Context: an optimization exercise on an open-source flow, tuned for small area. The choices shown serve that exercise and are no tape-out recipe.
The RTL was checked by simulation tests, not by an equivalence proof against the original design.
No driver is modelled on the clock port, so clock power and skew are understated where the tree is cut down; a real chip needs a root buffer or a tree.
No activity file was given, so power comes from the tool's default toggle rates.

==> branch fjord: inputs <==
==> flow/design.v <==
module FPGA (
   input  wire       MAX10_CLK1_50,
   input  wire       rst,
   input  wire       uart_rx,
   output wire [3:0] VGA_R,
   output wire [3:0] VGA_G,
   output wire [3:0] VGA_B,
   output wire       VGA_HS,
   output wire       VGA_VS,
   output wire [9:0] LEDR
);
   wire       clk = MAX10_CLK1_50;
   wire [9:0] h, v;
   wire       ce, visible;
   wire       rx_dv;
   wire [7:0] rb;
   wire [8:0] p1y, p2y, by;
   wire [9:0] bx;
   wire [2:0] sa, sb;
   wire       white, lit;
   pv_timing u_t (.clk(clk), .rst(rst), .h(h), .v(v), .ce(ce),
                  .hs(VGA_HS), .vs(VGA_VS), .visible(visible));
   pv_uart   u_u (.clk(clk), .rst(rst), .rx(uart_rx), .dv(rx_dv), .rb(rb));
   pv_parser u_p (.clk(clk), .rst(rst), .dv(rx_dv), .rb(rb), .p1y(p1y), .p2y(p2y),
                  .bx(bx), .by(by), .sa(sa), .sb(sb), .led(LEDR[7:0]));
   pv_render u_r (.clk(clk), .rst(rst), .ce(ce), .visible(visible), .h(h), .v(v),
                  .p1y(p1y), .p2y(p2y), .bx(bx), .by(by), .sa(sa), .sb(sb),
                  .white(white), .lit(lit));
   assign VGA_R = {white, lit, lit, lit};
   assign VGA_G = {white, lit, lit, lit};
   assign VGA_B = {white, lit, lit, lit};
   assign LEDR[9:8] = 2'b00;
endmodule
module pv_timing (
   input  wire       clk, rst,
   output wire [9:0] h,
   output reg  [9:0] v,
   output wire       ce, hs, vs, visible
);
   reg  [10:0] hc;
   assign h  = hc[10:1];
   assign ce = hc[0];
   wire hend = hc[10] & hc[9] & (&hc[5:0]);    
   wire vend = v[9] & v[3] & v[2];             
   always @(posedge clk) begin
      if (rst) begin
         hc <= 11'd1;
         v  <= 10'd0;
      end else begin
         hc <= hend ? 11'd0 : hc + 11'd1;
         v  <= (hend & vend) ? 10'd0 : v + {9'd0, hend};
      end
   end
   assign hs = ~((h >= 10'd656) && (h < 10'd752));
   assign vs = ~((v >= 10'd490) && (v < 10'd492));
   assign visible = (h < 10'd640) && (v < 10'd480);
endmodule
module pv_uart (
   input  wire       clk, rst, rx,
   output wire       dv,
   output wire [7:0] rb
);
   localparam [8:0] S0 = 9'd27;
   reg       rxs;
   reg       mode;
   reg [8:0] cnt;
   reg [8:0] sr;
   wire idle = ~cnt[0] & ~cnt[1] & ~cnt[2] & ~cnt[3] & ~cnt[6] & ~cnt[8];            
   wire c216 = ~cnt[0] & ~cnt[1] & ~cnt[2] & ~cnt[5] & ~cnt[7] & cnt[8];             
   wire c433 = ~cnt[0] & ~cnt[1] & cnt[3] & cnt[4] & ~cnt[5] & ~cnt[7] & cnt[8];     
   wire c434 = ~cnt[0] & ~cnt[1] & ~cnt[2] & cnt[4] & cnt[5] & ~cnt[6] & ~cnt[8];    
   wire [8:0] step = {cnt[7:0], cnt[8] ^ cnt[4]};
   assign dv = mode & c434;
   assign rb = sr[8:1];
   wire start_ok = ~mode & c216 & ~rxs;
   always @(posedge clk) begin
      if (rst) begin
         rxs  <= 1'b1;
         mode <= 1'b0;
         cnt  <= 9'd0;
      end else begin
         rxs <= rx;
         if (!mode) begin
            if (idle) begin
               if (!rxs) cnt <= S0;
            end else if (c216) begin
               if (!rxs) begin
                  mode <= 1'b1;
                  cnt  <= S0;
               end else
                  cnt <= 9'd0;
            end else
               cnt <= step;
         end else begin
            if (c434) begin
               mode <= 1'b0;
               cnt  <= 9'd0;
            end else if (c433 && !sr[0])
               cnt <= S0;
            else
               cnt <= step;
         end
      end
   end
   always @(posedge clk) begin
      if (start_ok)
         sr <= 9'h100;
      else if (mode && c433 && !sr[0])
         sr <= {rxs, sr[8:1]};
   end
endmodule
module pv_parser (
   input  wire       clk, rst, dv,
   input  wire [7:0] rb,
   output reg  [8:0] p1y, p2y, by,
   output reg  [9:0] bx,
   output reg  [2:0] sa, sb,
   output reg  [7:0] led
);
   reg [3:0] ps;
   reg [8:0] p1s, p2s, bys;
   reg [9:0] bxs;
   wire hi_ge2 = |rb[6:1];
   wire y8   = ~rb[7] & (hi_ge2 | rb[0]);
   wire ysat = rb[7] | hi_ge2;
   wire x9   = ~rb[7] & hi_ge2;
   wire x8   = ~rb[7] & ~hi_ge2 & rb[0];
   wire xsat = rb[7] | (|rb[6:2]) | (rb[1] & rb[0]);
   function [7:0] ylo;
      input       top, sat;
      input [7:0] lo;
   begin
      if (sat) ylo = top ? 8'hDF : 8'h00;
      else if (top && lo[7] && lo[6] && lo[5]) ylo = 8'hDF;
      else ylo = lo;
   end
   endfunction
   function [7:0] xlo;
      input       top, sat;
      input [7:0] lo;
   begin
      if (sat) xlo = top ? 8'h7F : 8'h00;
      else if (top && lo[7]) xlo = 8'h7F;
      else xlo = lo;
   end
   endfunction
   always @(posedge clk) begin
      if (rst)
         ps <= 4'd0;
      else if (dv) begin
         if (ps == 4'd0)
            ps <= (rb == 8'hA5) ? 4'd1 : 4'd0;
         else if (ps == 4'd11)
            ps <= 4'd0;
         else
            ps <= ps + 4'd1;
      end
   end
   always @(posedge clk) begin
      if (dv) begin
         case (ps)
            4'd1: begin p1s[8] <= ~y8; p1s[7] <= ~ysat; end
            4'd2: p1s[7:0] <= ~ylo(~p1s[8], ~p1s[7], rb);
            4'd3: begin p2s[8] <= ~y8; p2s[7] <= ~ysat; end
            4'd4: p2s[7:0] <= ~ylo(~p2s[8], ~p2s[7], rb);
            4'd5: begin bxs[9] <= ~x9; bxs[8] <= ~x8; bxs[7] <= ~xsat; end
            4'd6: bxs[7:0] <= ~xlo(~bxs[9], ~bxs[7], rb);
            4'd7: begin bys[8] <= ~y8; bys[7] <= ~ysat; end
            4'd8: bys[7:0] <= ~ylo(~bys[8], ~bys[7], rb);
            default: ;
         endcase
      end
   end
   always @(posedge clk) begin
      if (rst) begin
         p1y <= ~9'd200;
         p2y <= ~9'd200;
         bx  <= ~10'd320;
         by  <= ~9'd240;
         sa  <= 3'd0;
         sb  <= 3'd0;
         led <= 8'd0;
      end else if (dv) begin
         led <= rb;
         if (ps == 4'd9)  sa <= {|rb[7:2], rb[1:0]};
         if (ps == 4'd10) sb <= {|rb[7:2], rb[1:0]};
         if (ps == 4'd11 && rb == 8'h5A) begin
            p1y <= p1s;
            p2y <= p2s;
            bx  <= bxs;
            by  <= bys;
         end
      end
   end
endmodule
module pv_render (
   input  wire       clk, rst, ce, visible,
   input  wire [9:0] h, v,
   input  wire [8:0] p1y, p2y, by,
   input  wire [9:0] bx,
   input  wire [2:0] sa, sb,
   output reg        white, lit
);
   function [9:0] sub10;
      input [9:0] a, bn;
      integer i;
      reg c;
   begin
      c = 1'b1;
      for (i = 0; i < 10; i = i + 1) begin
         sub10[i] = a[i] ^ bn[i] ^ c;
         c = (a[i] & bn[i]) | (c & (a[i] | bn[i]));
      end
   end
   endfunction
   function [8:0] sub9;
      input [8:0] a, bn;
      integer i;
      reg c;
   begin
      c = 1'b1;
      for (i = 0; i < 9; i = i + 1) begin
         sub9[i] = a[i] ^ bn[i] ^ c;
         c = (a[i] & bn[i]) | (c & (a[i] | bn[i]));
      end
   end
   endfunction
   wire [8:0] py  = h[9] ? p2y : p1y;
   wire [9:0] dp  = sub10({1'b0, v[8:0]}, {1'b1, py});
   wire [9:0] dbx = sub10(h, bx);
   wire [8:0] dby = sub9(v[8:0], by);
   wire pcol = ((h >= 10'd20) && (h < 10'd30)) || ((h >= 10'd610) && (h < 10'd620));
   wire paddle_on = pcol && (dp[9:6] == 4'd0) && (dp[5:2] != 4'hF);
   wire ball_on   = (dbx[9:3] == 7'd0) && (dby[8:3] == 6'd0);
   wire b_lt4 = ~sb[2];
   wire b_lt3 = ~sb[2] & ~(sb[1] & sb[0]);
   wire b_lt2 = ~sb[2] & ~sb[1];
   wire b_lt1 = ~sb[2] & ~sb[1] & ~sb[0];
   wire a_lt4 = ~sa[2];
   wire a_lt3 = ~sa[2] & ~(sa[1] & sa[0]);
   wire a_lt2 = ~sa[2] & ~sa[1];
   wire a_lt1 = ~sa[2] & ~sa[1] & ~sa[0];
   wire tick_row = (v >= 10'd20) && (v < 10'd30);
   wire score_on = tick_row && (
        ((h >= 10'd20)  && (h < 10'd23)  && b_lt4) ||
        ((h >= 10'd28)  && (h < 10'd31)  && b_lt3) ||
        ((h >= 10'd36)  && (h < 10'd39)  && b_lt2) ||
        ((h >= 10'd44)  && (h < 10'd47)  && b_lt1) ||
        ((h >= 10'd617) && (h < 10'd620) && a_lt4) ||
        ((h >= 10'd609) && (h < 10'd612) && a_lt3) ||
        ((h >= 10'd601) && (h < 10'd604) && a_lt2) ||
        ((h >= 10'd593) && (h < 10'd596) && a_lt1));
   always @(posedge clk) begin
      if (rst) begin
         white <= 1'b0;
         lit   <= 1'b0;
      end else if (ce) begin
         white <= visible & (paddle_on | ball_on);
         lit   <= visible & (paddle_on | ball_on | score_on);
      end
   end
endmodule
==> flow/flow/run.sh <==
#!/bin/bash
# ORFS flow through the standard.sh, with a private copy of the ORFS
# scripts that differs in two places:
#  - abc_speed.script is replaced by flow/abc_area_deep.script, an
#    area-oriented ABC script (the Yosys steps, register mapping, flattening
#    and renaming stay the standard ones);
#  - cts.tcl builds the clock tree with flow/manual_cts.tcl (port -> one root
#    clkbuf_8 -> 8 leaf clkbuf_8, each driving a compact cluster of about 17
#    flip-flops) instead of TritonCTS; the rest of the CTS step (timing
#    repair, placement legalisation) is unchanged.
# Port buffers are buf_1. Each make run logs to its own file here, and ORFS
# keeps its per-step logs under orfs/logs.
set -euo pipefail
rm -rf scripts_abc
cp -r "$FLOW_HOME/scripts" scripts_abc
cp flow/abc_area_deep.script scripts_abc/abc_speed.script
sed -i "s#log_cmd clock_tree_synthesis {\*}\$cts_args#source $PWD/flow/manual_cts.tcl; manual_cts MAX10_CLK1_50 sky130_fd_sc_hd__clkbuf_8 sky130_fd_sc_hd__clkbuf_8 3#" scripts_abc/cts.tcl
grep -q "manual_cts MAX10_CLK1_50" scripts_abc/cts.tcl
ARGS=(
  "SCRIPTS_DIR=$PWD/scripts_abc"
  "BUFFER_PORTS_ARGS=-buffer_cell sky130_fd_sc_hd__buf_1"
)
bash standard.sh "${ARGS[@]}" synth > flow_synth.log 2>&1
bash standard.sh "${ARGS[@]}" finish > flow_finish.log 2>&1
==> flow/flow/abc_area_deep.script <==
&get -n
&st
&deepsyn -T 30 -S 7
&dch
&nf -R 1000 -p
&put
==> flow/flow/manual_cts.tcl <==
# Clock tree built directly: the clock port drives one root buffer, which
# drives one leaf buffer per cluster of flip-flops. Clusters come from
# recursive median bisection of the flip-flop positions (alternating x/y),
# so they are balanced in size and compact. Leaves sit at their cluster's
# centroid, the root at the centroid of the leaves.
proc mcts_split {pts depth} {
  # pts: list of {iterm x y}; returns list of clusters
  if {$depth == 0 || [llength $pts] < 2} { return [list $pts] }
  set xs [lsort -integer [lmap p $pts {lindex $p 1}]]
  set ys [lsort -integer [lmap p $pts {lindex $p 2}]]
  set dx [expr {[lindex $xs end] - [lindex $xs 0]}]
  set dy [expr {[lindex $ys end] - [lindex $ys 0]}]
  set idx [expr {$dx >= $dy ? 1 : 2}]
  set sorted [lsort -integer -index $idx $pts]
  set n [llength $sorted]
  set h [expr {$n / 2}]
  set a [lrange $sorted 0 [expr {$h - 1}]]
  set b [lrange $sorted $h end]
  return [concat [mcts_split $a [expr {$depth - 1}]] [mcts_split $b [expr {$depth - 1}]]]
}

proc manual_cts {clk_net_name leaf_master root_master depth} {
  set db [ord::get_db]
  set block [ord::get_db_block]
  set net [$block findNet $clk_net_name]
  set pts {}
  foreach it [$net getITerms] {
    set inst [$it getInst]
    set bb [$inst getBBox]
    lappend pts [list $it [expr {([$bb xMin] + [$bb xMax]) / 2}] [expr {([$bb yMin] + [$bb yMax]) / 2}]]
  }
  puts "manual_cts: [llength $pts] sinks on $clk_net_name"
  set clusters [mcts_split $pts $depth]
  set lm [$db findMaster $leaf_master]
  set rm [$db findMaster $root_master]
  set rnet [odb::dbNet_create $block "clknet_root"]
  $rnet setSigType CLOCK
  set root [odb::dbInst_create $block $rm "clkbuf_root"]
  [$root findITerm A] connect $net
  [$root findITerm X] connect $rnet
  set i 0
  set sx 0; set sy 0
  foreach c $clusters {
    set lnet [odb::dbNet_create $block "clknet_leaf_$i"]
    $lnet setSigType CLOCK
    set leaf [odb::dbInst_create $block $lm "clkbuf_leaf_$i"]
    [$leaf findITerm A] connect $rnet
    [$leaf findITerm X] connect $lnet
    set cx 0; set cy 0
    foreach p $c {
      set it [lindex $p 0]
      $it disconnect
      $it connect $lnet
      incr cx [lindex $p 1]; incr cy [lindex $p 2]
    }
    set cx [expr {$cx / [llength $c]}]; set cy [expr {$cy / [llength $c]}]
    $leaf setLocation $cx $cy
    $leaf setPlacementStatus PLACED
    puts "manual_cts: leaf $i drives [llength $c] sinks at ($cx, $cy)"
    incr sx $cx; incr sy $cy
    incr i
  }
  $root setLocation [expr {$sx / $i}] [expr {$sy / $i}]
  $root setPlacementStatus PLACED
  global_connect
  set_propagated_clock [all_clocks]
}
==> flow/standard.sh <==
#!/bin/bash
# synth_recipe.tcl (not shown) runs the flow's synth.tcl, then flattens the netlist and writes it again
# the make line also repeats each setting of config.mk as NAME=value (left out here)
make -C /OpenROAD-flow-scripts/flow DESIGN_CONFIG=/design/flow/config.mk WORK_HOME=/design/flow/orfs CLKGATE_MAP_FILE= SYNTH_SCRIPT=/design/flow/synth_recipe.tcl "${@:-finish}"
==> flow/config.mk <==
export PLATFORM = sky130hd
export DESIGN_NAME = FPGA
export DESIGN_NICKNAME = FPGA
export VERILOG_FILES = /design/flow/design.v
export SDC_FILE = /design/flow/constraint.sdc
export NUM_CORES = 4
export LEC_CHECK = 0
export CAP_MARGIN = 20
export CORE_MARGIN = 2
export CORE_UTILIZATION = 65
export SLEW_MARGIN = 20
==> flow/constraint.sdc <==
create_clock -name core_clock -period 10.0 [get_ports {MAX10_CLK1_50}]
set_input_delay 2.0000 -clock core_clock [delete_from_list [all_inputs] [get_ports {MAX10_CLK1_50}]]
set_output_delay 2.0000 -clock core_clock [all_outputs]
set_load 0.01 [all_outputs]
==> branch onyx: changes against branch fjord <==
--- a/flow/design.v
+++ b/flow/design.v
@@ -159,24 +159,24 @@
    always @(posedge clk) begin
       if (dv) begin
          case (ps)
-            4'd1: begin p1s[8] <= ~y8; p1s[7] <= ~ysat; end
-            4'd2: p1s[7:0] <= ~ylo(~p1s[8], ~p1s[7], rb);
-            4'd3: begin p2s[8] <= ~y8; p2s[7] <= ~ysat; end
-            4'd4: p2s[7:0] <= ~ylo(~p2s[8], ~p2s[7], rb);
-            4'd5: begin bxs[9] <= ~x9; bxs[8] <= ~x8; bxs[7] <= ~xsat; end
-            4'd6: bxs[7:0] <= ~xlo(~bxs[9], ~bxs[7], rb);
-            4'd7: begin bys[8] <= ~y8; bys[7] <= ~ysat; end
-            4'd8: bys[7:0] <= ~ylo(~bys[8], ~bys[7], rb);
+            4'd1: begin p1s[8] <= y8; p1s[7] <= ysat; end
+            4'd2: p1s[7:0] <= ylo(p1s[8], p1s[7], rb);
+            4'd3: begin p2s[8] <= y8; p2s[7] <= ysat; end
+            4'd4: p2s[7:0] <= ylo(p2s[8], p2s[7], rb);
+            4'd5: begin bxs[9] <= x9; bxs[8] <= x8; bxs[7] <= xsat; end
+            4'd6: bxs[7:0] <= xlo(bxs[9], bxs[7], rb);
+            4'd7: begin bys[8] <= y8; bys[7] <= ysat; end
+            4'd8: bys[7:0] <= ylo(bys[8], bys[7], rb);
             default: ;
          endcase
       end
    end
    always @(posedge clk) begin
       if (rst) begin
-         p1y <= ~9'd200;
-         p2y <= ~9'd200;
-         bx  <= ~10'd320;
-         by  <= ~9'd240;
+         p1y <= 9'd200;
+         p2y <= 9'd200;
+         bx  <= 10'd320;
+         by  <= 9'd240;
          sa  <= 3'd0;
          sb  <= 3'd0;
          led <= 8'd0;
@@ -202,31 +202,31 @@
    output reg        white, lit
 );
    function [9:0] sub10;
-      input [9:0] a, bn;
+      input [9:0] a, b;
       integer i;
       reg c;
    begin
       c = 1'b1;
       for (i = 0; i < 10; i = i + 1) begin
-         sub10[i] = a[i] ^ bn[i] ^ c;
-         c = (a[i] & bn[i]) | (c & (a[i] | bn[i]));
+         sub10[i] = a[i] ^ ~b[i] ^ c;
+         c = (a[i] & ~b[i]) | (c & (a[i] | ~b[i]));
       end
    end
    endfunction
    function [8:0] sub9;
-      input [8:0] a, bn;
+      input [8:0] a, b;
       integer i;
       reg c;
    begin
       c = 1'b1;
       for (i = 0; i < 9; i = i + 1) begin
-         sub9[i] = a[i] ^ bn[i] ^ c;
-         c = (a[i] & bn[i]) | (c & (a[i] | bn[i]));
+         sub9[i] = a[i] ^ ~b[i] ^ c;
+         c = (a[i] & ~b[i]) | (c & (a[i] | ~b[i]));
       end
    end
    endfunction
    wire [8:0] py  = h[9] ? p2y : p1y;
-   wire [9:0] dp  = sub10({1'b0, v[8:0]}, {1'b1, py});
+   wire [9:0] dp  = sub10({1'b0, v[8:0]}, {1'b0, py});
    wire [9:0] dbx = sub10(h, bx);
    wire [8:0] dby = sub9(v[8:0], by);
    wire pcol = ((h >= 10'd20) && (h < 10'd30)) || ((h >= 10'd610) && (h < 10'd620));
==> flow/flow/run.sh (replaced) <==
#!/bin/bash
# ORFS flow through the standard.sh. Changes from the standard layout:
#  - synthesis maps logic with an area-oriented ABC script (flow/abc_area_deep.script,
#    installed as the speed script in a private copy of the ORFS scripts); the Yosys
#    steps, register mapping, flattening and renaming are the standard ones;
#  - port buffers are buf_1;
#  - the clock tree uses clkbuf_8 and no dummy loads.
set -euo pipefail
rm -rf scripts_abc
cp -r "$FLOW_HOME/scripts" scripts_abc
cp flow/abc_area_deep.script scripts_abc/abc_speed.script
ARGS=(
  "SCRIPTS_DIR=$PWD/scripts_abc"
  "BUFFER_PORTS_ARGS=-buffer_cell sky130_fd_sc_hd__buf_1"
  "CTS_ARGS=-sink_clustering_enable -repair_clock_nets -dont_use_dummy_load -buf_list sky130_fd_sc_hd__clkbuf_8"
)
bash standard.sh "${ARGS[@]}" synth > flow_synth.log 2>&1
bash standard.sh "${ARGS[@]}" finish > flow_finish.log 2>&1
CORE_UTILIZATION = 40   (was 65)
removed: flow/flow/manual_cts.tcl
==> summary.txt <==
Result of the run: branch fjord no timing/DRC/antenna violations; branch onyx no timing/DRC/antenna violations
Hold Crit Endpoint: branch fjord u_p.led[4]$_SDFFE_PP0P_; branch onyx u_p.p1y[7]$_SDFFE_PP1P_
Worst-skew pair later-pin latency: branch fjord 0.40 ns; branch onyx 0.44 ns
Sequential area share after synthesis: branch fjord 0.5313; branch onyx 0.5261
Post-synthesis simple-gate area fraction: branch fjord 0.1352; branch onyx 0.1382
GR met2 Demand/Resource: branch fjord 0.4265; branch onyx 0.2562
Slack of the worst reg-to-reg path: branch fjord 5.05 ns; branch onyx 5.45 ns
Sequential share of power: branch fjord 0.672; branch onyx 0.610
Period utilization: branch fjord 0.4954; branch onyx 0.4550
Clock-pin slew of the registers on the worst-case setup and hold paths: branch fjord 0.10 ns; branch onyx 0.05 ns
Final net count: branch fjord 586; branch onyx 599
Clk pwr: branch fjord 236 uW; branch onyx 322 uW
Total routed wire length on the met1 layer: branch fjord 5303 microns; branch onyx 6178 microns
Row count: branch fjord 34; branch onyx 44
Cells on Worst Hold Path: branch fjord 2; branch onyx 1
Number of stages on the worst setup path: branch fjord 19; branch onyx 17
Multi-input gate share of the layout cell area: branch fjord 0.4161; branch onyx 0.4009
Count of placed standard cells including taps: branch fjord 655; branch onyx 736
Final total power: branch fjord 860.7 uW; branch onyx 951.9 uW
Via count of the first global-routing pass: branch fjord 3,887; branch onyx 4,103
Total detailed-routing wirelength: branch fjord 12,190 microns; branch onyx 12,650 microns
In branch fjord the design's own scripts or RTL, not TritonCTS, make the clock network.

-- afterwards: timing with drivers on the ports --
How much do the figures lean on ideal ports? The routed layouts below were timed once more, with nothing changed but the port constraints. Step 1: set_driving_cell puts a clkbuf_16 on MAX10_CLK1_50 and a buf_2 on each other input, an assumption about the parent block. Step 2 moves the port delays by t, midway between the first and last clock arrival at a register: inputs arrive t later, outputs are due t later. That takes back most of the time a late clock gives input paths. Three values: no drivers, after step 1, after step 2; two values: the first two.
| run | t (ns) | slack for setup (ns) | worst setup path at the end | latest minus earliest clock arrival (ns) | worst data-port slew with drivers (ns) |
|---|---|---|---|---|---|
| branch fjord | 0.423 | 5.046 / 5.046 / 4.910 | input to register | 0.013 / 0.013 | 0.03 |
| branch onyx | 0.465 | 5.450 / 5.450 / 5.328 | input to register | 0.028 / 0.028 | 0.03 |
After both steps setup and hold are still met in every run listed. The setup slack of branch fjord, which loses most, moves by 0.000 ns with the drivers and by -0.136 ns with both steps.
